What follows belongs to an exercise in optimizing a design on an open flow for small area and few clock cycles; a production flow would make more cautious choices.
Function was checked by simulation only, so behaviour that the tests miss may differ from the original.
No activity file was given, so power comes from the tool's default toggle rates.

==> design/flow/design.v <==
module huffman(
  input  logic       clk,
  input  logic       rst_n,
  input  logic       in_valid,
  input  logic [7:0] gray_data,
  output logic       CNT_valid,
  output logic [7:0] CNT1, CNT2, CNT3, CNT4, CNT5, CNT6,
  output logic       code_valid,
  output logic [7:0] HC1, HC2, HC3, HC4, HC5, HC6,
  output logic [7:0] M1, M2, M3, M4, M5, M6
);
  localparam logic [2:0] IDLE = 3'd0, COUNT = 3'd1, MG2 = 3'd2, MG3 = 3'd3,
                         MG4 = 3'd4, MG5 = 3'd5;
  logic [2:0] st;
  logic [6:0] ncnt [6];    
  logic [6:0] cnt [6];
  always_comb for (int x = 0; x < 6; x++) cnt[x] = ~ncnt[x];
  logic [5:0] z;           
  assign z[5] = 1'b0;      
  logic       rel [6][6];  
  logic [2:0] par [6];
  always_comb for (int x = 0; x < 6; x++) par[x] = cnt[x][2:0];
  logic [4:0] val [6];
  logic merge1, merging, late, clr;
  assign merge1  = (st == COUNT) & ~in_valid;
  assign merging = merge1 | (st >= MG2);
  assign late    = (st >= MG3);
  assign clr     = (st == IDLE) & ~in_valid;
  logic [5:0] pix;
  always_comb begin
    pix[5] = in_valid &  gray_data[2] &  gray_data[1];
    pix[4] = in_valid &  gray_data[2] & ~gray_data[1] &  gray_data[0];
    pix[3] = in_valid &  gray_data[2] & ~gray_data[1] & ~gray_data[0];
    pix[2] = in_valid & ~gray_data[2] &  gray_data[1] &  gray_data[0];
    pix[1] = in_valid & ~gray_data[2] &  gray_data[1] & ~gray_data[0];
    pix[0] = in_valid & ~gray_data[2] & ~gray_data[1] &  gray_data[0];
  end
  logic [5:0] a, b, sa, sb, r, d, gt;
  always_comb begin
    for (int x = 0; x < 6; x++) begin
      a[x] = 1'b1;
      b[x] = 1'b1;
      for (int y = 0; y < 6; y++)
        if (y < x) a[x] = a[x] & rel[y][x];
        else if (y > x) a[x] = a[x] & ~rel[x][y];
    end
    for (int x = 0; x < 6; x++) begin
      b[x] = ~a[x];
      for (int y = 0; y < 6; y++)
        if (y < x) b[x] = b[x] & (rel[y][x] | a[y]);
        else if (y > x) b[x] = b[x] & (~rel[x][y] | a[y]);
    end
    sa = merging ? a : pix;
    sb = merging ? b : 6'b0;
    for (int x = 0; x < 6; x++) begin
      r[x] = sa[x] | sb[x];
      for (int y = 0; y < x; y++) r[x] = r[x] & ~(sa[y] | sb[y]);
    end
    d = (sa | sb) & ~r;
    for (int j = 0; j < 6; j++) begin
      gt[j] = 1'b0;
      for (int x = j + 1; x < 6; x++) gt[j] = gt[j] | r[x];
    end
  end
  logic [6:0] ca, cb, sum;
  always_comb begin
    ca = '0;
    cb = '0;
    for (int x = 0; x < 6; x++) begin
      ca = ca | (cnt[x] & {7{sa[x]}});
      cb = cb | (cnt[x] & {7{sb[x]}});
    end
    sum = ca + cb + {6'b0, in_valid};
  end
  logic [5:0] xb;
  always_comb begin
    for (int j = 0; j < 6; j++) begin
      logic t;
      t = merging & ~(late & z[j]) | gt[j];
      for (int k = 0; k < 7; k++)
        t = (~sum[k] & cnt[j][k]) | (~sum[k] & t) | (cnt[j][k] & t);
      xb[j] = t;
    end
  end
  logic [5:0] dead, ina, inb;
  logic [2:0] ridx;
  always_comb begin
    for (int x = 0; x < 6; x++) dead[x] = &cnt[x][6:4];
    ina[0] = a[0];
    inb[0] = b[0];
    for (int s = 1; s < 6; s++) begin
      logic pa, pb;
      pa = ina[0];
      pb = inb[0];
      for (int q = 1; q < s; q++)
        if (par[s] == 3'(q)) begin
          pa = ina[q];
          pb = inb[q];
        end
      ina[s] = dead[s] ? pa : a[s];
      inb[s] = dead[s] ? pb : b[s];
    end
    ridx = 3'd0;
    for (int x = 0; x < 6; x++) if (r[x]) ridx = ridx | 3'(x);
  end
  logic [4:0] above [6];
  logic [4:0] vnext [6];
  always_comb begin
    for (int s = 0; s < 6; s++) begin
      above[s][4] = 1'b0;
      for (int j = 3; j >= 0; j--) above[s][j] = above[s][j + 1] | val[s][j + 1];
      for (int j = 0; j < 5; j++)
        vnext[s][j] = above[s][j] ? val[s][j] :
                      val[s][j]   ? ~inb[s] :
                      (j > 0) & (ina[s] | inb[s]) & val[s][(j > 0) ? j - 1 : 0];
    end
  end
  always_ff @(posedge clk) begin
    for (int x = 0; x < 6; x++) begin
      if (r[x] | clr) ncnt[x] <= ~sum;
      else if (d[x]) ncnt[x] <= ~{4'b1110, ridx};
    end
    for (int x = 0; x < 5; x++) begin
      if (clr) z[x] <= 1'b0;
      else if (r[x] & late) z[x] <= 1'b1;
    end
    for (int i = 0; i < 6; i++)
      for (int j = i + 1; j < 6; j++) begin
        if (clr) rel[i][j] <= 1'b1;
        else if (d[j]) rel[i][j] <= 1'b0;
        else if (d[i]) rel[i][j] <= 1'b1;
        else if (r[i]) rel[i][j] <= ~xb[j];
        else if (r[j]) rel[i][j] <= xb[i];
      end
    for (int s = 0; s < 6; s++) begin
      if (!merging) val[s] <= 5'b00001;
      else val[s] <= vnext[s];
    end
  end
  always_ff @(posedge clk or negedge rst_n) begin
    if (!rst_n) st <= IDLE;
    else begin
      case (st)
        IDLE:    st <= in_valid ? COUNT : IDLE;
        COUNT:   st <= in_valid ? COUNT : MG2;
        MG2:     st <= MG3;
        MG3:     st <= MG4;
        MG4:     st <= MG5;
        default: st <= IDLE;
      endcase
    end
  end
  logic last;
  assign last = (st == MG5);
  logic [4:0] hc [6];
  logic [4:0] mk [6];
  always_comb begin
    for (int s = 0; s < 6; s++) begin
      hc[s] = {5{last}} & val[s] & (above[s] | {5{ina[s]}});
      mk[s] = {{4{last}} & (above[s][4:1] | val[s][4:1]), last};
    end
  end
  assign CNT_valid  = merge1;
  assign code_valid = last;
  assign CNT1 = {1'b0, cnt[0] & {7{merge1}}};
  assign CNT2 = {1'b0, cnt[1] & {7{merge1}}};
  assign CNT3 = {1'b0, cnt[2] & {7{merge1}}};
  assign CNT4 = {1'b0, cnt[3] & {7{merge1}}};
  assign CNT5 = {1'b0, cnt[4] & {7{merge1}}};
  assign CNT6 = {1'b0, cnt[5] & {7{merge1}}};
  assign HC1 = {3'b0, hc[0]};
  assign HC2 = {3'b0, hc[1]};
  assign HC3 = {3'b0, hc[2]};
  assign HC4 = {3'b0, hc[3]};
  assign HC5 = {3'b0, hc[4]};
  assign HC6 = {3'b0, hc[5]};
  assign M1 = {3'b0, mk[0]};
  assign M2 = {3'b0, mk[1]};
  assign M3 = {3'b0, mk[2]};
  assign M4 = {3'b0, mk[3]};
  assign M5 = {3'b0, mk[4]};
  assign M6 = {3'b0, mk[5]};
endmodule
==> design/flow/flow/run.sh <==
#!/bin/bash
# Own layout flow: the standard synthesis, then its combinational logic
# re-mapped for area (every flip-flop kept as the standard synthesis made
# it, same instance name and cell), then the standard layout steps with
# small port buffers, one tie cell for the constant outputs and a clock
# tree of small buffers without dummy loads. Each tool's output goes to a log file here.
set -euo pipefail
here=$(pwd)
res=$here/orfs/results/$FLOW_PLATFORM/huffman/base
lib=$FLOW_HOME/platforms/$FLOW_PLATFORM/lib/sky130_fd_sc_hd__tt_025C_1v80.lib
yosys_bin=${YOSYS_EXE:-$FLOW_HOME/../tools/install/yosys/bin/yosys}

# 1. standard synthesis, netlist only
bash standard.sh "$res/1_2_yosys.v" > "$here/flow_synth.log" 2>&1
cp "$res/1_2_yosys.v" "$here/standard_synth.v"

# 2. re-map the combinational logic for area
grep -o 'cell *( *"\?sky130_fd_sc_hd__[a-z0-9_]*' "$lib" | sed 's/.*(\s*"\?//' \
  | grep -E "__(df|edf|sdf|sedf|dl|conb|lpflow|probe)" | tr '\n' ' ' > "$here/keep_cells.txt"
# several ABC scripts; keep the smallest netlist
best=""; best_area=""
n=0
while IFS= read -r script; do
  [[ -z "$script" ]] && continue
  n=$((n + 1))
  echo "$script" > "$here/reopt_$n.abc"
  if REOPT_LIB=$lib REOPT_KEEP=$here/keep_cells.txt REOPT_IN=$here/standard_synth.v \
      REOPT_OUT=$here/reopt_$n.v REOPT_SCRIPT=$here/reopt_$n.abc \
      "$yosys_bin" -c "$here/flow/reopt.tcl" > "$here/flow_reopt_$n.log" 2>&1; then
    area=$(grep "Chip area" "$here/flow_reopt_$n.log" | tail -1 | awk '{print $NF}')
    if [[ -n "$area" ]] && { [[ -z "$best_area" ]] || awk -v a="$area" -v b="$best_area" 'BEGIN{exit !(a < b)}'; }; then
      best=$n; best_area=$area
    fi
  fi
done < "$here/flow/scripts.abc"
echo "best: script $best, area $best_area" > "$here/flow_reopt_choice.log"
cp "$here/reopt_$best.v" "$here/reopt.v"
cp "$here/reopt.v" "$res/1_2_yosys.v"
rm -f "$res/1_synth.odb" "$res/1_synth.sdc"

# 3. the standard layout from there, ports buffered with the smallest buffer
cts="-sink_clustering_enable -repair_clock_nets -dont_use_dummy_load"
cts="$cts -buf_list sky130_fd_sc_hd__clkbuf_4 -root_buf sky130_fd_sc_hd__clkbuf_8"
cts="$cts -sink_clustering_size 30 -sink_clustering_max_diameter 100"
bash standard.sh "BUFFER_PORTS_ARGS=-buffer_cell sky130_fd_sc_hd__buf_1" \
  SKIP_REPAIR_TIE_FANOUT=1 "CTS_ARGS=$cts" finish \
  > "$here/flow_layout.log" 2>&1
==> design/flow/flow/reopt.tcl <==
yosys -import
# Re-map the combinational logic of a mapped netlist for area, keeping
# every flip-flop (and its instance name) as it is.
set lib $::env(REOPT_LIB)
set keep [read [open $::env(REOPT_KEEP)]]
read_liberty -ignore_miss_func $lib
foreach c $keep { catch { blackbox $c } }
read_verilog $::env(REOPT_IN)
hierarchy -top huffman
flatten
opt_clean -purge
set du {}
foreach c $keep { if {[string match *lpflow* $c] || [string match *probe* $c]} { lappend du -dont_use $c } }
abc -liberty $lib {*}$du -script $::env(REOPT_SCRIPT)
opt_clean -purge
hilomap -singleton -hicell sky130_fd_sc_hd__conb_1 HI -locell sky130_fd_sc_hd__conb_1 LO
splitnets
opt_clean -purge
stat -liberty $lib
write_verilog -noattr -nohex -nodec $::env(REOPT_OUT)
==> design/flow/flow/scripts.abc <==
strash; dch; map -a; topo
strash; ifraig; dc2; dch -f; map -a; topo
strash; dch -f; amap; topo
strash; dc2; dch -f; map -a; topo
strash; dch -f; map -a; topo; strash; dch -f; map -a; topo
strash; balance; dch -f; map -a; topo
==> design/flow/standard.sh <==
#!/bin/bash
# synth_recipe.tcl (not shown) runs the flow's synth.tcl, then flattens the netlist and writes it again
# the make line also repeats each setting of config.mk as NAME=value (left out here)
make -C /OpenROAD-flow-scripts/flow DESIGN_CONFIG=/design/flow/config.mk WORK_HOME=/design/flow/orfs CLKGATE_MAP_FILE= SYNTH_SCRIPT=/design/flow/synth_recipe.tcl "${@:-finish}"
==> design/flow/config.mk <==
export PLATFORM = sky130hd
export DESIGN_NAME = huffman
export DESIGN_NICKNAME = huffman
export VERILOG_FILES = /design/flow/design.v
export SDC_FILE = /design/flow/constraint.sdc
export NUM_CORES = 4
export LEC_CHECK = 0
export ABC_AREA = 1
export ABC_CLOCK_PERIOD_IN_PS = 12000
export CAP_MARGIN = 0
export CORE_MARGIN = 2
export CORE_UTILIZATION = 50
export GPL_TIMING_DRIVEN = 0
export SLEW_MARGIN = 0
==> design/flow/constraint.sdc <==
create_clock -name core_clock -period 12.0 [get_ports {clk}]
set_input_delay 2.4000 -clock core_clock [delete_from_list [all_inputs] [get_ports {clk}]]
set_output_delay 2.4000 -clock core_clock [all_outputs]
set_load 0.01 [all_outputs]
==> results by group, run 1 <==
Setup path
  • FF-to-FF End: rel[10]
  • Reg2reg path depth: 25
  • CP endpoint kind: register
  • Crit path arrival time: 10650 ps
  • Reg2reg start: st[2]
  • CP Max Fanout: 39
  • Worst path required time: 12260 ps
  • Crit. Startpoint: in_valid
  • CP startpoint kind: primary input
  • Worst setup path class: primary input to register
  • Worst reg2reg setup slack: 3410 ps
  • Worst Setup EP: rel[10]

Floorplanning
  • Core ar.: 0.0121 mm²
  • Die width: 116 µm
  • Row count: 40
  • # IOs: 157
  • Die span in y: 116 µm
  • Die area: 0.0134 mm²
  • Initial Util: 51.5%

Timing
  • Fin. max-slew vios: 0
  • FMAX: 96.3 MHz
  • Tightest Pin Transition: 1430 ps
  • RSZ-0062 raised after global routing: false
  • Headroom to the max-slew limit: 3.58%
  • Final hold violations: 0
  • Worst Skew: 35.6 ps
  • Post-route minimum period: 10390 ps
  • Period utilization: 86.6%
  • Setup violators final: 0

Cells and area
  • Core Util, Final: 58.4%
  • Fin area: 0.00707 mm²
  • Register Area: 0.00234 mm²
  • Fill cells: 1256
  • Share of post-route cells with drive strength above 1: 1.84%
  • Synthesis-to-layout area growth: 13.4%
  • # nets final: 1045
  • N_diodes: 0
  • Footprint of the multi-input gates: 0.00343 mm²

Global route
  • Antenna violations before repair: 0
  • GRT Residual Overflow: 0
  • Largest net degree at the start of global routing: 53
  • GRT Util Overall: 33.4%
  • Vias in the first global route: 6230
  • First-pass GRT wire length: 33900 µm

Clock network
  • Hold bufs inserted after CTS: 0
  • Post_cts resized: 0
  • Post-CTS Setup Bufs: 0
  • CTS tree: yes
  • Num CTS Buffers: 9
  • Max clock buf depth: 2
  • Root Driver: clkbuf_8
  • Clk sinks: 95
  • Skew-Pair Late Insertion Delay: 380 ps
  • H-tree levels: 3
  • Clock slew at reported path FFs: 80 ps

Routing
  • Drt first-iter violations: 841
  • Wire per inst: 18.5 µm
  • ANT nets after route: 0
  • Total wire length: 22300 µm
  • Iteration count of the initial detailed-routing pass: 5
  • Via density: 6.14
  • DRC violations left: 0
  • Via count: 7366

Yosys
  • Post-Syn Area: 0.00623 mm²
  • Syn Area/Cell: 6.87 µm²
  • Syn_nets: 919
  • Synth Warn #: 10
  • Synth Instances: 908

Placed design
  • IO Port Bufs: 109
  • Hpwl dp: 16400 µm
  • GPL Wtd Cong: 1.04
  • DP Area: 0.00690 mm²

Run status
  • Status: finished clean

Pwr
  • Leakage: 0.00233 µW
  • PD cells: 366 mW/mm²
  • Peak VDD IR: 238 µV

Worst hold path
  • Hold Path Class: register to register
  • Worst Hold Depth: 2

Job
  • Max-Cap Viols: 0
state kept, by name, indices dropped and copies added (netlist names):
name	count
st	3
ncnt	42
val	30
rel	15
z	5
power breakdown:
group / total [µW] / internal (µW) / switching, µW / leakage [µW]
sequential: 703 / 528 / 176 / 0.000825
clock: 173 / 67.5 / 105 / 0.0000647
combinational: 1710 / 502 / 1210 / 0.00144
total: 2590 / 1100 / 1490 / 0.00233
area by class of cell:
type	count	share of cell area, %
repair buffers	115	6.87
flip-flops and latches	95	33.1
multi-input cells	685	48.5
inverters	128	6.80
well taps	168	2.97
clock buffers	9	1.75
cells in the final DEF (no fill, tap or decap), types with 3 or more instances in the layout:
cell / n
o22ai_1: 59
dfxtp_1: 50
clkinv_1: 127
o41ai_1: 5
nor2b_1: 5
o21a_1: 4
o221ai_1: 13
nand3_1: 6
edfxtp_1: 42
nor3_1: 52
nor4_1: 9
a21oi_1: 56
nand2_1: 49
a31oi_1: 3
nor2_1: 300
clkbuf_8: 9
o311ai_0: 7
a221o_1: 3
dfrtp_1: 3
a221oi_1: 16
o21ai_0: 43
a2111oi_0: 8
buf_4: 3
o32ai_1: 9
buf_1: 109
a211oi_1: 16
layer usage:
metal	global-route usage [%]	vias to the layer above	part of all wire (%)	wire length, µm
li1	-	3511	-	-
met1	45.8	3319	42	9370
met2	50.4	447	44	9700
met3	4.97	89	9.0	2010
met4	18.9	0	5.3	1170
met5	0	-	0	0
stage by stage:
stage	setup WS [ps]	total power, µW	hold WS [ps]	TNS (ps)	instances
6_report	1610	2590	460	0	1200
5_1_grt	1260	2770	490	0	1200
4_1_cts	2120	2520	467	0	1197
3_5_place_dp	1770	2340	454	0	1188
3_3_place_gp	-721	2310	449	-7720	1185
2_1_floorplan	3640	1790	435	0	908
critical path: stages:
cell      delay [ps]
buf_1            350
nor2_1           130
clkinv_1          90
nor2_1            80
nor2_4           730
clkinv_1         810
o32ai_1          770
clkinv_1         440
o22ai_1          260
nor3_1           100
nor2_1           110
a21oi_1           60
nand2_1          100
o21ai_0          130
o21ai_0         1140
clkinv_1         790
o221a_1          420
a221oi_1         210
nor3_1            80
a221oi_1         260
nor2_1           140
o32ai_1          610
a21oi_1           90
o311ai_0         300
how the worst min path moves through the flow:
stage | start | slack [ps] | end
4_1_cts | z[4] | 470 | z[4]
5_1_grt | z[4] | 490 | z[4]
6_report | z[3] | 460 | z[3]
3_3_place_gp | z[4] | 450 | z[4]
2_1_floorplan | z[4] | 430 | z[4]
3_5_place_dp | z[4] | 450 | z[4]
Testbench counts, summed over its fixed seeds: cycles 20,344.
==> run 2: changes to the inputs <==
--- a/design/flow/design.v
+++ b/design/flow/design.v
@@ -20,7 +20,9 @@
   logic       rel [6][6];  
   logic [2:0] par [6];
   always_comb for (int x = 0; x < 6; x++) par[x] = cnt[x][2:0];
+  logic [4:0] nval [6];   
   logic [4:0] val [6];
+  always_comb for (int x = 0; x < 6; x++) val[x] = ~nval[x];
   logic merge1, merging, late, clr;
   assign merge1  = (st == COUNT) & ~in_valid;
   assign merging = merge1 | (st >= MG2);
@@ -133,8 +135,8 @@
         else if (r[j]) rel[i][j] <= xb[i];
       end
     for (int s = 0; s < 6; s++) begin
-      if (!merging) val[s] <= 5'b00001;
-      else val[s] <= vnext[s];
+      if (!merging) nval[s] <= ~5'b00001;
+      else if (ina[s] | inb[s]) nval[s] <= ~vnext[s];
     end
   end
   always_ff @(posedge clk or negedge rst_n) begin
==> design/flow/flow/scripts.abc (replaced) <==
strash; dch; map -a; topo
strash; dch -f; map -a; topo
strash; ifraig; dc2; dch -f; map -a; topo
strash; dch -f; map -a; topo; strash; dch -f; amap; topo
strash; dch; amap; topo
strash; dch -f; amap; topo
strash; dch -f; amap -m; topo
strash; &get -n; &dch -f; &put; amap; topo
strash; &get -n; &dch -f; &put; amap -m; topo
strash; ifraig; dch -f; amap; topo
strash; balance; dch -f; amap; topo
strash; dc2; dch -f; map -a; topo
--- a/design/flow/config.mk
+++ b/design/flow/config.mk
@@ -9,6 +9,6 @@
 export ABC_CLOCK_PERIOD_IN_PS = 12000
 export CAP_MARGIN = 0
 export CORE_MARGIN = 2
-export CORE_UTILIZATION = 50
+export CORE_UTILIZATION = 70
 export GPL_TIMING_DRIVEN = 0
 export SLEW_MARGIN = 0
==> run 2 against run 1 <==
Compared with the run above:
- sequential share of layout area rose by 1.4 points
- power decreased by 10%
- area after synthesis is 3.0% lower
- highest routed layer unchanged
==> results by group, run 2 <==
Clock network
  • Root Driver: clkbuf_8
  • Clk sinks: 95 (unchanged)
  • H-tree levels: 3 (unchanged)
  • CTS tree: yes
  • Skew-Pair Late Insertion Delay: 380 ps (about the same)
  • Post_cts resized: 0 (unchanged)
  • Clock slew at reported path FFs: 100 ps (+20 ps)
  • Post-CTS Setup Bufs: 0 (unchanged)
  • Hold bufs inserted after CTS: 0 (unchanged)
  • Num CTS Buffers: 9 (unchanged)
  • Max clock buf depth: 2 (unchanged)

Setup path
  • Reg2reg start: st[1]
  • Slowest CP cell: o22ai_1
  • Crit. Startpoint: in_valid
  • Crit path arrival time: 10460 ps (-190 ps)
  • Worst path required time: 12320 ps (+60 ps)
  • Buf/Inv on CP: 7 (+2)
  • Top delay family on crit path: simple AND/OR/NAND/NOR gates
  • Slowest Stage Delay on Critical Path: 940 ps (-200 ps)
  • Worst setup path class: primary input to register
  • CP Max Fanout: 29 (-26%)
  • CP endpoint kind: register
  • Most common cell on crit path: nor2_1
  • CP startpoint kind: primary input

Global route
  • Antenna violations before repair: 0 (unchanged)
  • Largest net degree at the start of global routing: 55 (+3.8%)
  • GRT Util Overall: 41.6% (+8.2 points)
  • First-pass GRT wire length: 31900 µm (-6.0%)
  • Vias in the first global route: 6513 (+4.5%)
  • GRT Residual Overflow: 0 (unchanged)

Timing
  • Fin. max-slew vios: 0 (unchanged)
  • Worst hold slack: 467 ps (+6.46 ps)
  • Period utilization: 84.5% (-2.1 points)
  • Headroom to the max-slew limit: 11.1% (+7.6 points)
  • Post-route minimum period: 10140 ps (-253 ps)
  • Worst Skew: 32.2 ps (-3.42 ps)
  • Setup violators final: 0 (unchanged)
  • Tightest Pin Transition: 1330 ps (-98.3 ps)
  • Setup_tns: 0 ps (unchanged)
  • RSZ-0062 raised after global routing: false
  • Final hold violations: 0 (unchanged)
  • FMAX: 98.7 MHz (+2.5%)

Pwr
  • Sw Ratio: 56.3% (-1.3 points)
  • PD cells: 342 mW/mm² (-6.7%)
  • Sequential share of power: 29.4% (+2.2 points)
  • P_sw: 1310 µW (-12%)
  • Power, Total: 2320 µW (-10%)
  • Gate power share: 63.3% (-2.9 points)
  • Int Power: 1010 µW (-7.6%)
  • Leakage: 0.00227 µW (-2.6%)
  • Clock network fraction of total power: 7.3% (+0.6 points)
  • Peak VDD IR: 289 µV (+22%)

Floorplanning
  • Core ar.: 0.00830 mm² (-31%)
  • Initial Util: 72.9% (+21 points)
  • # IOs: 157 (unchanged)
  • Row count: 33 (-18%)
  • Die area: 0.00940 mm² (-30%)
  • Die span in y: 97.0 µm (-16%)
  • Die width: 97.0 µm (-16%)

Cells and area
  • Finished Layout Cells: 1071 (-11%)
  • N_diodes: 0 (unchanged)
  • Synthesis-to-layout area growth: 12.2%
  • Core Util, Final: 81.8% (+23 points)
  • Register Area: 0.00234 mm² (unchanged)
  • # nets final: 979 (-6.3%)
  • Footprint of the multi-input gates: 0.00335 mm² (-2.3%)
  • Share of post-route cells with drive strength above 1: 1.76% (-0.081 points)
  • Commonest non-fill, non-tap cell in the layout: nor2_1
  • Fill cells: 565 (-55%)
  • Most frequent cells in the layout: 214 x nor2_1, 109 x buf_1, 97 x clkinv_1, 63 x nand2_1, 63 x a21oi_1

Routing
  • Via density: 7.01 (+14%)
  • Total wire length: 20500 µm (-8.0%)
  • Iteration count of the initial detailed-routing pass: 15 (+10)
  • Drt first-iter violations: 1459 (+73%)
  • DRC violations left: 0 (unchanged)
  • Via count: 7505 (+1.9%)
  • Wire per inst: 19.1 µm (+3.1%)
  • ANT nets after route: 0 (unchanged)

Placed design
  • GPL Wtd Cong: 1.19 (+15%)
  • Hpwl dp: 15300 µm (-7.0%)
  • IO Port Bufs: 109 (unchanged)
  • Placed cells: 1058 (-11%)

Job
  • Max-Cap Viols: 0 (unchanged)

Yosys
  • Synth Instances: 842 (-7.3%)
  • Synth Warn #: 11 (+1)
  • Post-Syn Area: 0.00605 mm² (-3.0%)
  • Syn_nets: 853 (-7.2%)
  • Syn Area/Cell: 7.18 µm² (+4.6%)

Worst hold path
  • Hold Path Class: register to register
  • Worst hold start: z[3]

Run status
  • Status: finished clean
[run 2: cell types whose count changed in the layout (fill, tap and decap cells not counted), moves of 7 or more]
cell      before  now
a211oi_1      16   29
nand2_1       49   63
clkinv_1     127   97
o311ai_0       7    0
a211o_1        0    8
a21oi_1       56   63
o21ai_0       43   57
nor3_1        52   61
nor2_1       300  214
[run 2: final timing paths]
check | endpoint | slack [ps] | cells after the start
min in group asynchronous | st[1] | 1830 | 1
hold / removal | z[3] | 470 | 2
setup reg to reg | rel[16] | 3590 | 31
max in group asynchronous | st[2] | 10000 | 1
hold reg to reg | z[3] | 470 | 2
setup / recovery | rel[16] | 1860 | 30
[run 2: cell type report]
| type | instances | area share (%) |
|---|---|---|
| well taps | 105 | 1.94 |
| repair buffers | 115 | 7.06 |
| multi-input cells | 650 | 49.4 |
| clock buffers | 9 | 1.82 |
| inverters | 97 | 5.36 |
| flip-flops and latches | 95 | 34.4 |
[run 2: routing by layer]
layer,part of all wire (%),global-route usage [%],up-vias
met1,35,53.7,3297
met3,14,8.31,165
met2,44,65.6,696
li1,-,-,3347
met4,6.3,23.0,0
met5,0,0,-
[run 2: per-stage QoR]
stage / setup WS (ps) / area, µm²
2_1_floorplan: 3580 / 6050
3_3_place_gp: 990 / 6590
3_5_place_dp: 2190 / 6620
4_1_cts: 2540 / 6740
5_1_grt: 1610 / 6790
6_report: 1860 / 6790
[run 2: power groups by stage]
stage	Combinational, µW	Sequential [µW]	Clock, µW
after floorplan	986	615	0
after global placement	1290	669	0
after detailed placement	1360	675	0
after CTS	1370	668	166
after global routing	1580	692	178
final	1470	681	170
[run 2: worst min-delay path: stages (launching register included)]
cell     delay, ps
dfxtp_1        340
nand2_1         50
o21ai_0         50
Testbench counts of run 2, summed over its fixed seeds: cycles 20,344.
==> run 3: changes to the inputs <==
--- a/design/flow/config.mk
+++ b/design/flow/config.mk
@@ -9,6 +9,6 @@
 export ABC_CLOCK_PERIOD_IN_PS = 12000
 export CAP_MARGIN = 0
 export CORE_MARGIN = 2
-export CORE_UTILIZATION = 70
+export CORE_UTILIZATION = 50
 export GPL_TIMING_DRIVEN = 0
 export SLEW_MARGIN = 0
==> run 3 against run 2 <==
Compared with the run above:
- register-to-register slack improved by 620 ps
- global-route usage decreased by 10 points
- non-clock buffer count decreased by 2
- combinational power decreased by 3%
- worst setup slack improved by 660 ps
- critical path type unchanged
- clock-buffer cell count unchanged
- still clean
- clock power about the same
- power decreased by 1.8%
==> results by group, run 3 <==
Clock network
  • Hold bufs inserted after CTS: 0 (unchanged)
  • Post_cts resized: 0 (unchanged)
  • Max clock buf depth: 2 (unchanged)
  • Skew-Pair Late Insertion Delay: 390 ps (about the same)
  • Num CTS Buffers: 9 (unchanged)
  • Root Driver: clkbuf_8
  • Clk sinks: 95 (unchanged)
  • CTS tree: yes
  • Post-CTS Setup Bufs: 0 (unchanged)
  • H-tree levels: 3 (unchanged)
  • Clock slew at reported path FFs: 90 ps (about the same)

Timing
  • Post-route minimum period: 9480 ps (-656 ps)
  • Setup violators final: 0 (unchanged)
  • Worst Skew: 20.2 ps (-12.0 ps)
  • Headroom to the max-slew limit: 10.7% (-0.45 points)
  • Setup_tns: 0 ps (unchanged)
  • Fin. max-slew vios: 0 (unchanged)
  • RSZ-0062 raised after global routing: false
  • FMAX: 105 MHz (+6.9%)
  • Period utilization: 79.0% (-5.5 points)
  • Worst hold slack: 476 ps (+9.01 ps)
  • Final hold violations: 0 (unchanged)
  • Tightest Pin Transition: 1340 ps (+6.72 ps)

Yosys
  • Synth Warn #: 11 (unchanged)
  • Syn Area/Cell: 7.18 µm² (unchanged)
  • Synth Instances: 842 (unchanged)
  • Syn_nets: 853 (unchanged)
  • Post-Syn Area: 0.00605 mm² (unchanged)

Setup path
  • Most common cell on crit path: nor2_1
  • Crit path arrival time: 9800 ps (-660 ps)
  • Slowest Stage Delay on Critical Path: 900 ps (-40 ps)
  • Slowest CP cell: o22ai_1
  • CP startpoint kind: primary input
  • CP endpoint kind: register
  • Worst path required time: 12320 ps (about the same)
  • Worst setup path class: primary input to register
  • CP Max Fanout: 29 (unchanged)
  • Buf/Inv on CP: 7 (unchanged)
  • Top delay family on crit path: simple AND/OR/NAND/NOR gates

Cells and area
  • # nets final: 977 (-0.20%)
  • Core Util, Final: 57.4% (-24 points)
  • Fin area: 0.00683 mm² (+0.65%)
  • Share of post-route cells with drive strength above 1: 1.76% (+0.0037 points)
  • N_diodes: 0 (unchanged)
  • Most frequent cells in the layout: 214 x nor2_1, 109 x buf_1, 97 x clkinv_1, 63 x nand2_1
  • Fill cells: 1175 (+110%)
  • Commonest non-fill, non-tap cell in the layout: nor2_1
  • Synthesis-to-layout area growth: 12.9%

Floorplanning
  • Initial Util: 50.8% (-22 points)
  • Core ar.: 0.0119 mm² (+44%)
  • # IOs: 157 (unchanged)
  • Die span in y: 114 µm (+18%)
  • Row count: 40 (+21%)
  • Die area: 0.0130 mm² (+38%)
  • Die width: 114 µm (+18%)

Global route
  • GR peak layer: met2
  • Largest net degree at the start of global routing: 55 (unchanged)
  • First-pass GRT wire length: 32000 µm (+0.43%)
  • Vias in the first global route: 6102 (-6.3%)
  • GRT Util Overall: 31.5% (-10 points)
  • Met2 global-route usage: 50.5% (-15 points)
  • Grt met1 use: 42.8% (-11 points)
  • GRT Residual Overflow: 0 (unchanged)
  • Grt met3 use: 4.41% (-3.9 points)
  • Antenna violations before repair: 0 (unchanged)

Routing
  • ANT nets after route: 0 (unchanged)
  • Total wire length: 20700 µm (+1.2%)
  • Via density: 6.40 (-8.7%)
  • Wire per inst: 18.6 µm (-2.5%)
  • Drt first-iter violations: 940 (-36%)
  • Iteration count of the initial detailed-routing pass: 6 (-9)
  • DRC violations left: 0 (unchanged)
  • Via count: 7106 (-5.3%)

Job
  • Max-Cap Viols: 0 (unchanged)

Pwr
  • Power, Total: 2280 µW (-1.8%)
  • Leakage: 0.00226 µW (-0.51%)
  • Clock network fraction of total power: 7.5% (+0.2 points)
  • Gate power share: 62.8% (-0.5 points)
  • Peak VDD IR: 168 µV (-42%)
  • P_sw: 1270 µW (-2.7%)
  • Sw Ratio: 55.8% (-0.49 points)
  • Sequential share of power: 29.7% (+0.3 points)
  • PD cells: 333 mW/mm² (-2.4%)
  • Int Power: 1010 µW (-0.72%)

Placed design
  • Hpwl dp: 15600 µm (+2.1%)
  • GPL Wtd Cong: 0.995 (-16%)
  • IO Port Bufs: 109 (unchanged)
  • DP Area: 0.00667 mm² (+0.89%)

Worst hold path
  • Hold Path Class: register to register

Run status
  • Status: finished clean
[run 3: area by class of cell]
type | count | area (µm²) | area share [%]
repair buffers | 113 | 463 | 6.78
inverters | 97 | 364 | 5.33
clock buffers | 9 | 124 | 1.81
flip-flops and latches | 95 | 2340 | 34.2
multi-input cells | 650 | 3360 | 49.2
well taps | 147 | 184 | 2.69
[run 3: worst paths after layout]
kind / endpoint / slack, ps / start / depth (start not counted)
setup / recovery: rel[16] / 2520 / in_valid / 30
hold / removal: z[3] / 480 / z[3] / 2
setup reg to reg: rel[16] / 4210 / st[1] / 31
hold reg to reg: z[3] / 480 / z[3] / 2
max in group asynchronous: st[0] / 10060 / rst_n / 1
min in group asynchronous: st[1] / 1800 / rst_n / 1
[run 3: worst register-to-register path: cells and delay by family (launching register included)]
| kind | cells | cell delay, ps |
|---|---|---|
| compound gates | 10 | 2680 |
| buf+inv | 7 | 1660 |
| simple gates | 14 | 3030 |
| flops | 1 | 360 |
[run 3: layer usage]
layer / wire (µm) / vias up
li1: - / 3350
met1: 8810 / 3288
met2: 9330 / 423
met3: 1920 / 45
met4: 665 / 0
met5: 0 / -
[run 3: stage by stage]
stage	setup slack, ps	std cells
3_3_place_gp	323	1098
6_report	2520	1111
4_1_cts	2790	1109
3_5_place_dp	2400	1100
5_1_grt	2220	1111
2_1_floorplan	3580	842
[run 3: power groups by stage]
| stage | Sequential (µW) | Combinational [µW] | Clock, µW |
|---|---|---|---|
| floorplan | 615 | 986 | 0 |
| detailed placement | 676 | 1380 | 0 |
| CTS | 669 | 1380 | 173 |
| global route | 693 | 1560 | 182 |
| finish | 676 | 1430 | 171 |
| global placement | 675 | 1340 | 0 |
==> run 4: changes to the inputs <==
--- a/design/flow/flow/run.sh
+++ b/design/flow/flow/run.sh
@@ -40,7 +40,7 @@
 
 # 3. the standard layout from there, ports buffered with the smallest buffer
 cts="-sink_clustering_enable -repair_clock_nets -dont_use_dummy_load"
-cts="$cts -buf_list sky130_fd_sc_hd__clkbuf_4 -root_buf sky130_fd_sc_hd__clkbuf_8"
+cts="$cts -buf_list sky130_fd_sc_hd__clkbuf_16 -root_buf sky130_fd_sc_hd__clkbuf_16"
 cts="$cts -sink_clustering_size 30 -sink_clustering_max_diameter 100"
 bash standard.sh "BUFFER_PORTS_ARGS=-buffer_cell sky130_fd_sc_hd__buf_1" \
   SKIP_REPAIR_TIE_FANOUT=1 "CTS_ARGS=$cts" finish \
==> run 4 against run 3 <==
Compared with the run above:
- power increased by 3.3%
- sequential power about the same
- non-clock buffer count stayed put
- critical path type unchanged
- largest cell class unchanged
- critical path depth did not move
- clock-buffer cell count unchanged
- area after synthesis unchanged
==> results by group, run 4 <==
Cells and area
  • Synthesis-to-layout area growth: 14.6%
  • N_diodes: 0 (unchanged)
  • Commonest non-fill, non-tap cell in the layout: nor2_1
  • Share of post-route cells with drive strength above 1: 1.76% (unchanged)
  • Most frequent cells in the layout: 214 x nor2_1, 109 x buf_1, 97 x clkinv_1, 63 x nand2_1
  • # nets final: 977 (unchanged)

Routing
  • Via density: 6.38 (-0.24%)
  • Iteration count of the initial detailed-routing pass: 6 (unchanged)
  • Via count: 7089 (-0.24%)
  • Wire per inst: 18.7 µm (+0.48%)
  • DRC violations left: 0 (unchanged)
  • Drt first-iter violations: 916 (-2.6%)
  • ANT nets after route: 0 (unchanged)
  • Total wire length: 20800 µm (+0.48%)

Floorplanning
  • Die width: 114 µm (unchanged)
  • Die span in y: 114 µm (unchanged)
  • Initial Util: 50.8% (unchanged)
  • Die area: 0.0130 mm² (unchanged)
  • Core ar.: 0.0119 mm² (unchanged)
  • Row count: 40 (unchanged)
  • # IOs: 157 (unchanged)

Setup path
  • Top delay family on crit path: simple AND/OR/NAND/NOR gates
  • Worst setup path class: primary input to register
  • Worst path required time: 12280 ps (-40 ps)
  • Crit path arrival time: 9830 ps (+30 ps)
  • CP endpoint kind: register
  • CP startpoint kind: primary input
  • Slowest CP cell: o22ai_1
  • Crit. Startpoint: in_valid
  • Most common cell on crit path: nor2_1
  • Slowest Stage Delay on Critical Path: 910 ps (about the same)
  • Buf/Inv on CP: 7 (unchanged)
  • CP Max Fanout: 29 (unchanged)
  • Reg2reg start: st[1]

Timing
  • Fin. max-slew vios: 0 (unchanged)
  • Setup violators final: 0 (unchanged)
  • Setup_tns: 0 ps (unchanged)
  • FMAX: 105 MHz (-0.66%)
  • Period utilization: 79.5% (+0.52 points)
  • Worst Skew: 15.2 ps (-5.03 ps)
  • Headroom to the max-slew limit: 10.1% (-0.62 points)
  • Post-route minimum period: 9540 ps (+62.6 ps)
  • Final hold violations: 0 (unchanged)
  • RSZ-0062 raised after global routing: false
  • Setup WS post-layout: 2460 ps (-62.6 ps)
  • Worst hold slack: 470 ps (-5.89 ps)
  • Tightest Pin Transition: 1350 ps (+9.35 ps)

Clock network
  • H-tree levels: 3 (unchanged)
  • CTS tree: yes
  • Post-CTS Setup Bufs: 0 (unchanged)
  • Hold bufs inserted after CTS: 0 (unchanged)
  • Max clock buf depth: 2 (unchanged)
  • Clock slew at reported path FFs: 70 ps (-20 ps)
  • Num CTS Buffers: 9 (unchanged)
  • Clk sinks: 95 (unchanged)
  • Root Driver: clkbuf_16
  • Post_cts resized: 0 (unchanged)
  • Skew-Pair Late Insertion Delay: 350 ps (-40 ps)

Yosys
  • Synth Instances: 842 (unchanged)
  • Syn Area/Cell: 7.18 µm² (unchanged)
  • Synth Warn #: 11 (unchanged)
  • Syn_nets: 853 (unchanged)
  • Post-Syn Area: 0.00605 mm² (unchanged)

Placed design
  • GPL Wtd Cong: 0.995 (unchanged)
  • Hpwl dp: 15600 µm (unchanged)
  • IO Port Bufs: 109 (unchanged)
  • Dpl ws: 2400 ps (unchanged)

Global route
  • GRT Residual Overflow: 0 (unchanged)
  • Largest net degree at the start of global routing: 55 (unchanged)
  • Antenna violations before repair: 0 (unchanged)
  • First-pass GRT wire length: 32000 µm (+0.11%)
  • GRT Util Overall: 31.7% (+0.20 points)
  • Vias in the first global route: 6089 (-0.21%)

Pwr
  • Leakage: 0.00230 µW (+2.0%)
  • PD cells: 339 mW/mm² (+1.8%)
  • Peak VDD IR: 174 µV (+3.7%)
  • Power, Total: 2350 µW (+3.3%)

Worst hold path
  • Worst hold start: z[4]
  • Hold Path Class: register to register

Job
  • Max-Cap Viols: 0 (unchanged)

Run status
  • Status: finished clean
## run 4: layout make-up
cell class,instances,area [µm²]
Fill cell,1152,4980
Multi-Input combinational cell,650,3360
Sequential cell,95,2340
Timing Repair Buffer,113,463
Inverter,97,364
Clock buffer,9,225
Tap cell,147,184
## run 4: through the flow
step                std cells  cell area, µm²  util, %
floorplan                 842            6050        -
global placement         1098            6640     55.8
detailed placement       1100            6670     56.0
CTS                      1109            6900     57.9
global route             1111            6930     58.2
finish                   1111            6930     58.2
## run 4: worst register-to-register path, delay by kind of cell (launching register included)
family	cells	cell delay [ps]
AO/OA/AOI/OAI	10	2700
buffers and inverters	7	1690
flip-flops	1	350
AND/OR/NAND/NOR	14	3020
## run 4: path summary, 6_finish.rpt
path                            depth (start not counted)  slack [ps]       to
worst max-delay path                                   30        2460  rel[16]
worst max register to register                         31        4180  rel[16]
worst min register to register                          2         470     z[4]
worst min-delay path                                    2         470     z[4]
max in group asynchronous                               1       10020    st[2]
min in group asynchronous                               1        1830    st[1]
## run 4: power by group
part | switching (µW) | internal (µW)
Sequential | 163 | 514
Clock | 112 | 132
Combinational | 1010 | 426
## run 4: per-layer routing
| metal | share of wire [%] | GRT usage, % |
|---|---|---|
| met5 | 0 | 0 |
| met4 | 3.8 | 14.6 |
| met3 | 9.5 | 4.57 |
| met2 | 45 | 50.7 |
| met1 | 42 | 42.6 |
==> run 5: changes to the inputs <==
--- a/design/flow/flow/run.sh
+++ b/design/flow/flow/run.sh
@@ -3,7 +3,9 @@
 # re-mapped for area (every flip-flop kept as the standard synthesis made
 # it, same instance name and cell), then the standard layout steps with
 # small port buffers, one tie cell for the constant outputs and a clock
-# tree of small buffers without dummy loads. Each tool's output goes to a log file here.
+# tree of small buffers without dummy loads. Each tool's output goes to a
+# log file here. Step 2 tries several ABC scripts (flow/scripts.abc) and
+# keeps the smallest netlist.
 set -euo pipefail
 here=$(pwd)
 res=$here/orfs/results/$FLOW_PLATFORM/huffman/base
@@ -40,7 +42,7 @@
 
 # 3. the standard layout from there, ports buffered with the smallest buffer
 cts="-sink_clustering_enable -repair_clock_nets -dont_use_dummy_load"
-cts="$cts -buf_list sky130_fd_sc_hd__clkbuf_16 -root_buf sky130_fd_sc_hd__clkbuf_16"
+cts="$cts -buf_list sky130_fd_sc_hd__clkbuf_4 -root_buf sky130_fd_sc_hd__clkbuf_8"
 cts="$cts -sink_clustering_size 30 -sink_clustering_max_diameter 100"
 bash standard.sh "BUFFER_PORTS_ARGS=-buffer_cell sky130_fd_sc_hd__buf_1" \
   SKIP_REPAIR_TIE_FANOUT=1 "CTS_ARGS=$cts" finish \
==> run 5 against run 4 <==
Compared with the run above:
- largest cell class unchanged
- clock skew up 5.0 ps
- critical path depth unchanged
- non-clock buffer count unchanged
- critical endpoint unchanged
- hold slack better by 5.9 ps
- power down 3.2%
- register-to-register slack better by 30 ps
- clock-buffer cell count unchanged
- still clean on timing, DRC and antenna
==> results by group, run 5 <==
Yosys
  • Post-Syn Area: 0.00605 mm² (unchanged)
  • Syn Area/Cell: 7.18 µm² (unchanged)
  • Synth Instances: 842 (unchanged)
  • Synth Warn #: 11 (unchanged)
  • Syn_nets: 853 (unchanged)

Setup path
  • Reg2reg path depth: 31 (unchanged)
  • Critical Path Stages: 30 (unchanged)
  • Worst path required time: 12320 ps (+40 ps)
  • Reg2reg start: st[1]
  • Crit. Startpoint: in_valid
  • Top delay family on crit path: simple AND/OR/NAND/NOR gates
  • CP endpoint kind: register
  • Worst reg2reg setup slack: 4210 ps (+30 ps)
  • CP startpoint kind: primary input
  • Buf/Inv on CP: 7 (unchanged)
  • Slowest Stage Delay on Critical Path: 900 ps (about the same)
  • Slowest CP cell: o22ai_1
  • CP Max Fanout: 29 (unchanged)
  • Most common cell on crit path: nor2_1
  • FF-to-FF End: rel[16]
  • Worst setup path class: primary input to register
  • Crit path arrival time: 9800 ps (-30 ps)

Floorplanning
  • Die span in y: 114 µm (unchanged)
  • Die width: 114 µm (unchanged)
  • Initial Util: 50.8% (unchanged)
  • Die area: 0.0130 mm² (unchanged)
  • Row count: 40 (unchanged)
  • Core ar.: 0.0119 mm² (unchanged)
  • # IOs: 157 (unchanged)

Clock network
  • Post_cts resized: 0 (unchanged)
  • Clock slew at reported path FFs: 90 ps (+20 ps)
  • Clk sinks: 95 (unchanged)
  • Post-CTS Setup Bufs: 0 (unchanged)
  • Max clock buf depth: 2 (unchanged)
  • Num CTS Buffers: 9 (unchanged)
  • H-tree levels: 3 (unchanged)
  • CTS tree: yes
  • Root Driver: clkbuf_8
  • Skew-Pair Late Insertion Delay: 390 ps (+40 ps)
  • Hold bufs inserted after CTS: 0 (unchanged)

Routing
  • Wire per inst: 18.6 µm (-0.48%)
  • Via density: 6.40 (+0.24%)
  • Drt first-iter violations: 940 (+2.6%)
  • Iteration count of the initial detailed-routing pass: 6 (unchanged)
  • Via count: 7106 (+0.24%)
  • Total wire length: 20700 µm (-0.48%)
  • DRC violations left: 0 (unchanged)
  • ANT nets after route: 0 (unchanged)

Cells and area
  • Most frequent cells in the layout: 214 x nor2_1, 109 x buf_1, 97 x clkinv_1, 63 x nand2_1
  • Fill cells: 1175 (+2.0%)
  • N_diodes: 0 (unchanged)
  • Core Util, Final: 57.4% (-0.85 points)
  • Synthesis-to-layout area growth: 12.9%
  • # nets final: 977 (unchanged)
  • Register Area: 0.00234 mm² (unchanged)
  • Footprint of the multi-input gates: 0.00336 mm² (unchanged)
  • Share of post-route cells with drive strength above 1: 1.76% (unchanged)
  • Commonest non-fill, non-tap cell in the layout: nor2_1

Timing
  • FMAX: 105 MHz (+0.66%)
  • Period utilization: 79.0% (-0.52 points)
  • Worst hold slack: 476 ps (+5.89 ps)
  • Fin. max-slew vios: 0 (unchanged)
  • Worst Skew: 20.2 ps (+5.03 ps)
  • Post-route minimum period: 9480 ps (-62.6 ps)
  • Setup_tns: 0 ps (unchanged)
  • Setup violators final: 0 (unchanged)
  • Final hold violations: 0 (unchanged)
  • RSZ-0062 raised after global routing: false
  • Tightest Pin Transition: 1340 ps (-9.35 ps)
  • Headroom to the max-slew limit: 10.7% (+0.62 points)

Pwr
  • Sequential share of power: 29.7% (+0.9 points)
  • Clock network fraction of total power: 7.5% (-2.9 points)
  • Int Power: 1010 µW (-6.1%)
  • P_sw: 1270 µW (-0.82%)
  • Leakage: 0.00226 µW (-2.0%)
  • Gate power share: 62.8% (+1.9 points)
  • PD cells: 333 mW/mm² (-1.8%)
  • Peak VDD IR: 168 µV (-3.5%)
  • Power, Total: 2280 µW (-3.2%)
  • Sw Ratio: 55.8% (+1.4 points)

Global route
  • GRT Util Overall: 31.5% (-0.20 points)
  • First-pass GRT wire length: 32000 µm (-0.11%)
  • Vias in the first global route: 6102 (+0.21%)
  • Antenna violations before repair: 0 (unchanged)
  • GRT Residual Overflow: 0 (unchanged)
  • Largest net degree at the start of global routing: 55 (unchanged)

Run status
  • Status: finished clean

Placed design
  • GPL Wtd Cong: 0.995 (unchanged)
  • IO Port Bufs: 109 (unchanged)
  • Hpwl dp: 15600 µm (unchanged)

Worst hold path
  • Hold Path Class: register to register
  • Worst Hold Depth: 2 (unchanged)
  • End of the worst hold path: z[3]
  • Worst hold start: z[3]

Job
  • Max-Cap Viols: 0 (unchanged)
==> run 5: changes by cell type in the layout (fill, tap and decap cells not counted) <==
cell / before / now
clkbuf_16: 9 / 0
clkbuf_8: 0 / 9
==> run 5: worst max path at each step <==
stage                         end  slack, ps
final                     rel[16]       2520
after global routing      rel[29]       2220
after CTS                 rel[16]       2790
after detailed placement  rel[16]       2400
after global placement     rel[5]        320
after floorplan           rel[15]       3580
==> run 5: layer usage <==
layer  GRT usage, %  up-vias  wire [µm]
met5              0        -          0
met4           13.5        0        665
met3           4.41       45       1920
met2           50.5      423       9330
met1           42.8     3288       8810
li1               -     3350          -
==> run 5: layout make-up <==
cell class | instances | area share [%]
multi-input combinational | 650 | 49.2
sequential | 95 | 34.2
timing repair buffer | 113 | 6.78
inverter | 97 | 5.33
tap | 147 | 2.69
clock buffer | 9 | 1.81
==> run 5: power groups by stage <==
stage          clock [µW]  combinational [µW]  sequential (µW)
2_1_floorplan           0                 986              615
3_3_place_gp            0                1340              675
3_5_place_dp            0                1380              676
4_1_cts               173                1380              669
5_1_grt               182                1560              693
6_report              171                1430              676
==> run 5: worst register-to-register path, delay by kind of cell (launching register included) <==
kind / cells / cell delay, ps
flops: 1 / 360
simple gates: 14 / 3030
compound gates: 10 / 2680
buf+inv: 7 / 1660
==> run 5: through the flow <==
step                setup slack [ps]  instances  area, µm²
floorplan                       3580        842       6050
global placement                 323       1098       6640
detailed placement              2400       1100       6670
CTS                             2790       1109       6800
global route                    2220       1111       6830
finish                          2520       1111       6830

-- separate check: timing with driven ports --
The results above use ideal ports. As a check the final layouts listed here were re-extracted and re-timed, cells and wires unchanged.
Step 1: set_driving_cell puts a clkbuf_16 on clk and a buf_2 on each other input, an assumption about the parent block.
Step 2, shift: input delay + t, output delay - t, t = (earliest + latest rising clock arrival at the registers) / 2. This alone moves slack from input paths to output paths.
a / b / c = ideal / step 1 / step 2; a / b = the first two.
run | t, ns | setup slack, ns | hold slack, ns | worst data-port slew with drivers (ns)
run 1 | 0.403 | 1.611 / 1.625 / 1.222 | 0.460 / 0.460 / 0.460 | 0.05
run 2 | 0.399 | 1.864 / 1.873 / 1.474 | 0.467 / 0.467 / 0.467 | 0.03
run 3 | 0.413 | 2.520 / 2.529 / 2.116 | 0.476 / 0.476 / 0.476 | 0.03
run 4 | 0.388 | 2.458 / 2.470 / 2.083 | 0.470 / 0.470 / 0.470 | 0.03
run 5 | 0.413 | 2.520 / 2.529 / 2.116 | 0.476 / 0.476 / 0.476 | 0.03
After both steps setup and hold are still met in every run listed.
